Background: an optimization exercise with open tools, aiming at small area. Do not read the settings as production practice.
Only simulation tests tie the RTL to the original design; equivalence was not proved.
Power is estimated from default activity; no workload was simulated.

the reference run:
// OLED_interface
module OLED_interface (input i_CLK,
                       input i_RST,
                       input [1:0] i_MODE,
                       input i_START,
                       input [7:0] i_TEXT_COLOR,
                       input [7:0] i_BACKGROUND_COLOR,
                       input [767:0] i_ASCII,
                       output reg o_READY,
                       output o_CS,
                       output o_MOSI,
                       output o_SCK,
                       output o_DC,
                       output reg o_RES,
                       output reg o_VCCEN,
                       output reg o_PMODEN,
                       output o_MOSI_FINAL_BIT,
                       output o_MOSI_FINAL_BYTE);
export LEC_CHECK = 0
export ABC_AREA = 1
export CAP_MARGIN = 20
export CORE_AREA = 2 2 278 278
export DIE_AREA = 0 0 280 280
export SLEW_MARGIN = 20
export SYNTH_MEMORY_MAX_BITS = 20000
create_clock -name core_clock -period 10.0 [get_ports {i_CLK}]
standard.sh (not shown) runs the stock make flow with config.mk's settings and CLKGATE_MAP_FILE= SYNTH_SCRIPT=/design/flow/synth_recipe.tcl, a recipe that flattens the netlist after the stock synthesis.
==> flow/flow/run.sh <==
#!/bin/bash
# Own layout flow: the standard flow (standard.sh: unchanged synthesis,
# floorplan, power grid, tap cells, placement, CTS and routing) with two
# changes to how the layout is made:
#  - the port buffers that global placement inserts are sky130_fd_sc_hd__buf_1
#    instead of the cell buffer_ports picks by itself (every input and output
#    port still gets its own buffer);
#  - clock tree synthesis builds the tree from clkbuf_4 cells, with at most 10
#    registers per leaf buffer within 35 um, and adds no dummy loads.
# standard.sh writes each step's full log under orfs/logs; the make output
# goes to standard_flow.log here.
set -euo pipefail
export BUFFER_PORTS_ARGS="-buffer_cell sky130_fd_sc_hd__buf_1"
export CTS_ARGS="-sink_clustering_enable -repair_clock_nets -dont_use_dummy_load -buf_list sky130_fd_sc_hd__clkbuf_4 -sink_clustering_size 10 -sink_clustering_max_diameter 35"
bash standard.sh finish > standard_flow.log 2>&1
--- input diff the reference run..the trial run ---
--- a/flow/design.v
+++ b/flow/design.v
@@ -2049,24 +2049,20 @@
     reg [2:0] s_state;
     reg       s_bstart;      
     reg       s_init;
     reg [7:0] s_text, s_bg;
     reg [13:0] s_cnt;
     wire [9:0] s_count = s_cnt[9:0];
     wire [6:0] s_pix   = s_cnt[6:0];    
     wire [3:0] s_col   = s_cnt[10:7];   
     wire [2:0] s_row   = s_cnt[13:11];  
     wire [9:0] s_inc   = s_cnt[9:0] + 10'd1;
-    wire s_end19  = s_cnt[4] & s_cnt[1] & s_cnt[0];
-    wire s_end999 = &{s_cnt[9:5], s_cnt[2:0]};
-    wire s_lastcol = s_col[3] & s_col[1] & s_col[0];
-    wire s_lastrow = &s_row;
     reg [1:0] s_kind;        
     wire s_fbyte, s_fbit;
     wire s_go   = (s_state == idle) & s_init & i_START;
     wire s_load = s_rise & s_go & (i_MODE == 2'b10);
     reg  [671:0] s_ring;
     wire [671:0] s_ring_in;
     genvar j;
     generate
         for (j = 0; j < 96; j = j + 1) begin : g_ring
             wire [7:0] c = i_ASCII[8*(95-j) +: 8];
@@ -2077,21 +2073,21 @@
     always @(posedge i_CLK)
         s_ring <= ~(s_load ? s_ring_in : s_ring_rot);
     reg [1:0] s_pa;
     reg [2:0] s_prow;
     wire [3:0] s_pcol = {s_pa, ~s_SCK, s_ms};
     always @(posedge i_CLK)
         if (s_load) begin
             s_pa   <= 2'd0;
             s_prow <= 3'd0;
         end else if (s_rise) begin
-            if (s_pa[1]) begin
+            if (s_pa == 2'd2) begin
                 s_pa   <= 2'd0;
                 s_prow <= s_prow + 3'd1;
             end else
                 s_pa <= s_pa + 2'd1;
         end
     reg [6:0] s_char;        
     always @(posedge i_CLK)
         if (s_pcol == s_col && s_prow == s_row)
             s_char <= s_ms ? s_ring[6:0] : ~s_ring[6:0];
     wire s_pixel;
@@ -2119,53 +2115,53 @@
                             2'b00: s_state <= turnon_1;
                             2'b01: s_state <= fill_screen_1;
                             2'b10: s_state <= pixel_display_1;
                             default: ;
                         endcase
                     end else
                         o_READY <= 1'b1;
                 end
                 turnon_1: begin
                     o_RES <= 1'b0;
-                    if (s_end19)
+                    if (s_count >= 10'd19)
                         s_state <= turnon_2;
                 end
                 turnon_2: begin
                     o_RES    <= 1'b1;
                     o_VCCEN  <= 1'b1;
                     o_PMODEN <= 1'b1;
-                    if (s_end19)
+                    if (s_count >= 10'd19)
                         s_state <= turnon_3;
                 end
                 turnon_3: begin
                     s_bstart <= 1'b1;
                     s_state  <= turnon_4;
                 end
                 turnon_4: begin
                     s_bstart <= 1'b0;
-                    if (s_end999) begin
+                    if (s_count >= 10'd999) begin
                         s_state <= idle;
                         s_init  <= 1'b1;
                     end
                 end
                 fill_screen_1: begin
                     s_bstart <= 1'b1;
                     s_state  <= idle;
                 end
                 pixel_display_1: begin
                     s_bstart <= 1'b1;
                     s_state  <= pixel_display_2;
                 end
                 pixel_display_2: begin
                     if (s_fbyte && s_fbit) begin
                         if (s_pix[6]) begin
-                            if (s_lastrow && s_lastcol)
+                            if (s_row == 3'd7 && s_col == 4'd11)
                                 s_state <= idle;
                             else
                                 s_state <= pixel_display_1;
                             s_bstart <= 1'b0;
                         end else
                             s_bstart <= 1'b1;
                     end else
                         s_bstart <= 1'b0;
                 end
             endcase
@@ -2178,33 +2174,33 @@
                     if (s_init && i_START) begin
                         if (i_MODE == 2'b01)
                             s_bg <= i_BACKGROUND_COLOR;
                         if (i_MODE == 2'b10) begin
                             s_text <= i_TEXT_COLOR;
                             s_bg   <= i_BACKGROUND_COLOR;
                         end
                     end
                 end
                 turnon_1, turnon_2, turnon_4:
-                    s_cnt[9:0] <= (s_state == turnon_4 ? s_end999 : s_end19) ? 10'd0 : s_inc;
+                    s_cnt[9:0] <= (s_count >= (s_state == turnon_4 ? 10'd999 : 10'd19)) ? 10'd0 : s_inc;
                 turnon_3:
                     s_kind <= k_turnon;
                 fill_screen_1:
                     s_kind <= k_bg;
                 pixel_display_1: begin
                     s_kind     <= k_header;
                     s_cnt[6:0] <= 7'd0;
                 end
                 pixel_display_2:
                     if (s_fbyte && s_fbit) begin
                         if (s_pix[6]) begin
-                            if (s_lastcol) begin
+                            if (s_col == 4'd11) begin
                                 s_cnt[10:7]  <= 4'd0;
                                 s_cnt[13:11] <= s_row + 3'd1;
                             end else
                                 s_cnt[10:7]  <= s_col + 4'd1;
                         end else begin
                             s_kind     <= s_pixel ? k_text : k_bg;
                             s_cnt[6:0] <= s_inc[6:0];
                         end
                     end
                 default: ;
@@ -2223,21 +2219,21 @@
         case (b_pos)
             3'd1:    b_next = {1'b0, s_col, 3'b000};
             3'd2:    b_next = {1'b0, s_col, 3'b111};
             3'd3:    b_next = 8'h75;
             3'd4:    b_next = {2'b00, s_row, 3'b000};
             3'd5:    b_next = {2'b00, s_row, 3'b111};
             3'd6:    b_next = 8'hA0;
             default: b_next = 8'h20;
         endcase
     wire b_done = (b_pos == 3'd0);
-    wire b_penu = b_pos[2] & b_pos[0];    
+    wire b_penu = (b_pos == 3'd5) | (b_pos == 3'd7);
     wire [2:0] b_pos0 = s_kind[1] ? 3'd0 : (s_kind == k_turnon) ? 3'd6 : 3'd1;
     always @(posedge i_CLK, posedge i_RST)
         if (i_RST) begin
             b_state <= 1'b0;
             b_start <= 1'b0;
             b_fbyte <= 1'b0;
         end else if (s_rise) begin
             if (!b_state) begin
                 if (s_bstart) begin
                     b_fbyte <= s_kind[1];
Results
- On portion of the clock cycle consumed by the worst path in the final layout, the higher figure sits with the reference run, not the trial run.
- Lower switching power share of the total was reported by the reference run, not the trial run.
- On area growth from synthesis to layout: between the reference run and the trial run, it ends up higher for the reference run.
- [compare] base=the reference run new=the trial run: power attributed to combinational cells now larger, clock period minus worst slack now smaller.
- When the final numbers for the reference run and the trial run were put side by side, the internal power of the cells turned out to be greater in the trial run.
- Against the reference run as the reference, the trial run delivers a lower proportion of final cell area spent on non-clock buffers.
- Number of combinational gates with multiple inputs for the trial run is higher than for the reference run.
- Result for the reference run and the trial run: all clean
- The reference run → the trial run: number of antenna cells inserted +10, critical path depth decreased by 1 relative to the old numbers, total power went up.

port drivers added, routing unchanged:
The flow's constraints put no driver on any port. The routed layouts listed below were extracted and timed again, unchanged, in two steps. Step 1: set_driving_cell puts a clkbuf_16 on i_CLK and a buf_2 on each other input, an assumption about the parent block. Step 2 moves the port delays by t, midway between the first and last clock arrival at a register: inputs arrive t later, outputs are due t later. That takes back most of the time a late clock gives input paths. Slacks: ideal ports / drivers / drivers and shift; pairs: ideal ports / drivers.
run | t (ns) | setup slack, ns | worst setup path after step 2 | worst register clock-pin slew, ns
the reference run | 0.916 | 5.189 / 5.227 / 4.314 | input to register | 0.11 / 0.11
the trial run | 0.943 | 5.701 / 5.729 / 4.786 | input to register | 0.11 / 0.11
After both steps every run listed still meets setup and hold. The setup slack of the trial run, which loses most, moves by +0.028 ns with the drivers and by -0.915 ns with both steps.
